What follows belongs to an exercise in optimizing a design on an open flow for small area; a production flow would make more cautious choices. Only simulation tests tie the RTL to the original design; equivalence was not proved.

== the baseline ==
Design top, start of the top module:
module top(
    input PS2_dat,
    input PS2_clk,
    input clk100mhz,
    input rst,
    input reset,
    output [7:0] anodes,
    output [7:0] cathodes
);
Settings: LEC_CHECK=0, CAP_MARGIN=20, CORE_MARGIN=2, CORE_UTILIZATION=40, SLEW_MARGIN=20; clock period 10.0 ns.
run.sh (not shown) runs the stock make flow with config.mk's settings and CLKGATE_MAP_FILE= SYNTH_SCRIPT=/design/flow/synth_recipe.tcl, a recipe that flattens the netlist after the stock synthesis.
Inputs modified between the baseline and the candidate:
diff --git a/flow/design.v b/flow/design.v
--- a/flow/design.v
+++ b/flow/design.v
@@ -87,37 +87,37 @@
             else if (rel)
                 rel <= 1'b0;
         end
         mst <= (!bad && !isF0 && rel) ? 3'd1 : 3'd4;
     end
     3'd1: mst <= 3'd2;
-    3'd2: mst <= ws ? 3'd4 : 3'd3;
+    3'd2: mst <= 3'd3;
     3'd3: mst <= ws ? 3'd4 : 3'd0;
     default: if (!ws) mst <= 3'd0;
     endcase
 end
 wire dig_now = (mst == 3'd1) & isdig;    
 wire ent_now = (mst == 3'd1) & isent;
 wire dig_1   = (mst == 3'd2) & isdig;    
 wire dig_2   = (mst == 3'd3) & isdig;    
 reg       ra, rb;
 reg [8:0] streak;
 reg       dout, den;
-wire tmp = &streak;
+wire tmp = (streak == 9'h100);    
 always @(posedge clk) begin
     if (rst) begin
         ra <= 1'b0;
         rb <= 1'b0;
         streak <= 9'd0;
         dout <= 1'b0;
         den <= 1'b0;
     end
     else begin
         ra <= reset;
         rb <= ra;
-        streak <= (rb == dout) ? 9'd0 : streak + 9'd1;
+        streak <= (rb == dout) ? 9'd0 : {streak[7:0], streak[8] ^ streak[4] ^ ~|streak[7:0]};
         den <= tmp & rb;
         if (tmp)
             dout <= rb;
     end
 end
 reg [31:0] D;
@@ -127,16 +127,18 @@
 reg        H;       
 wire        fsm_ro;
 wire [15:0] fsm_res;
 wire dbl = H & ~Fd;              
 wire e1  = dbl & dig_2;          
 wire c1  = dbl & rb;             
-wire [31:0] n1  = e1 ? {D[27:0], nib} : c1 ? 32'd0 : D;
-wire [3:0]  m1  = e1 ? (Dm[3] ? Dm : Dm + 4'd1) : c1 ? 4'd0 : Dm;
-wire [31:0] numb = dig_1 ? {n1[27:0], nib} : ra ? 32'd0 : n1;
-wire [3:0]  mcnt = dig_1 ? (m1[3] ? m1 : m1 + 4'd1) : ra ? 4'd0 : m1;
+wire sh  = dig_1 | e1;                           
+wire zh  = (dig_1 & c1) | (e1 & ra) | (~sh & (ra | c1));    
+wire zl  = sh ? (e1 & ra) : (ra | c1);           
+wire [31:0] numb = {zh ? 28'd0 : (sh ? D[27:0] : D[31:4]),
+                    zl ? 4'd0 : (sh ? nib : D[3:0])};
+wire [3:0]  mcnt = (dig_1 & c1) ? 4'd1 : (zh ? 4'd0 : (sh ? (Dm[3] ? Dm : Dm + 4'd1) : Dm));
 always @(posedge clk) begin
     if (rst) begin
         D  <= 32'd0;
         Dm <= 4'd0;
         Fd <= 1'b0;
         H  <= 1'b0;
@@ -161,13 +163,20 @@
                  S2F = 4'd10, S3F = 4'd11, S4F = 4'd12;
 reg [3:0]  st;
 reg        vs;      
 reg [11:0] vm;      
 wire [15:0] x = D[15:0];
 wire xerr = x[15] ? ~&x[14:11] : (|x[14:12] | (x[11] & |x[10:0]));
-wire [11:0] xm = x[15] ? (~x[11:0] + 12'd1) : x[11:0];
+reg [11:0] lowor;
+integer k;
+always @(*) begin
+    lowor[0] = 1'b0;
+    for (k = 1; k < 12; k = k + 1)
+        lowor[k] = lowor[k-1] | x[k-1];
+end
+wire [11:0] xm = x[11:0] ^ ({12{x[15]}} & lowor);
 wire vnz  = |vm;
 wire verr = vm[11] & |vm[10:0];
 always @(posedge clk) begin
     if (rst)
         st <= S0;
     else if (den)
@@ -191,31 +200,31 @@
     S6: st <= S0R;
     default: st <= S0;
     endcase
 end
 assign fsm_ro = (st == S0R);
 wire fsm_err = (st == S5B) || (st == S0E);
-reg [3:0] p;
-integer i;
-always @(*) begin
-    p = 4'd0;
-    for (i = 0; i < 12; i = i + 1)
-        if (vm[i])
-            p = i;
-end
-wire [11:0] vn = vm << (4'd11 - p);
-assign fsm_res = vnz ? {vs, 5'd15 + {1'b0, p}, vn[10:1]} : 16'd0;
+wire        z3 = ~|vm[11:4];
+wire [11:0] r1 = z3 ? {vm[3:0], 8'd0} : vm;
+wire        z2 = ~|r1[11:8];
+wire [11:0] r2 = z2 ? {r1[7:0], 4'd0} : r1;
+wire        z1 = ~|r2[11:10];
+wire [11:0] r3 = z1 ? {r2[9:0], 2'd0} : r2;
+wire        z0 = ~r3[11];
+wire [11:0] r4 = z0 ? {r3[10:0], 1'b0} : r3;
+wire [4:0]  ex = 5'd26 - {1'b0, z3, z2, z1, z0};
+assign fsm_res = vnz ? {vs, ex, r4[10:1]} : 16'd0;
 wire [31:0] shown = Fd ? {U, fsm_res} : D;
 wire [3:0]  shown_m = Fd ? 4'd4 : Dm;
 reg [9:0] dc;
+wire tick = (dc == 10'h238);
 always @(posedge clk)
     if (rst)
-        dc <= 10'd0;
+        dc <= 10'h238;
     else
-        dc <= (dc == 10'd999) ? 10'd0 : dc + 10'd1;
-wire tick = (dc == 10'd0);
+        dc <= {dc[8:0], dc[9] ^ dc[6] ^ tick};
 reg [2:0] dg;
 reg       blank;
 reg [4:0] cc;       
 reg [3:0] dn;
 always @(*) begin
     case (dg)
==> comparison <==
Relative to the baseline, stage delay of the slowest cell on the critical path increased by 0.15 ns in the candidate. Changes observed in the candidate relative to the baseline: layout cell share with drive strength beyond 1 now larger; final worst slack now larger; final period demand of the worst path now smaller. For the die area, the candidate came in 8.9% lower than the baseline did. In the metrics for the baseline and the candidate, the one carrying the lower share of the cycle needed by the critical path after routing is the candidate. Of the two candidates, the baseline has the worse mapped cell area and the candidate the better one. From the baseline to the candidate the numbers moved as follows: met1 track demand over resource now sits lower, design area now sits lower. In the metrics for the baseline and the candidate, the one carrying the lower peak clock frequency supported by timing is the baseline. Delta(wire length, the candidate - the baseline) < 0.

[what the ideal ports hide]
No port has a modelled driver above. Below, the same layouts with a new extraction and two added sets of constraints. Step 1: set_driving_cell puts a clkbuf_16 on clk100mhz and a buf_2 on each other input, an assumption about the parent block. Step 2 times the ports against the registers' clock, not the clock port: input delays grow and output delays shrink by t, the midpoint of the rising clock arrivals with the driver on. Slacks: ideal ports / drivers / drivers and shift; pairs: ideal ports / drivers.
run | shift t [ns] | setup WS [ns] | hold slack, ns | worst slew at a driven data input, ns | cell pins on the clock port's net
the baseline | 0.460 | 5.234 / 5.255 / 4.795 | 0.328 / 0.328 / 0.328 | 0.04 | 1
the candidate | 0.455 | 5.311 / 5.289 / 4.878 | 0.326 / 0.326 / 0.326 | 0.03 | 1
After both steps every run listed still meets setup and hold. The setup slack of the baseline, which loses most, moves by +0.021 ns with the drivers and by -0.439 ns with both steps.
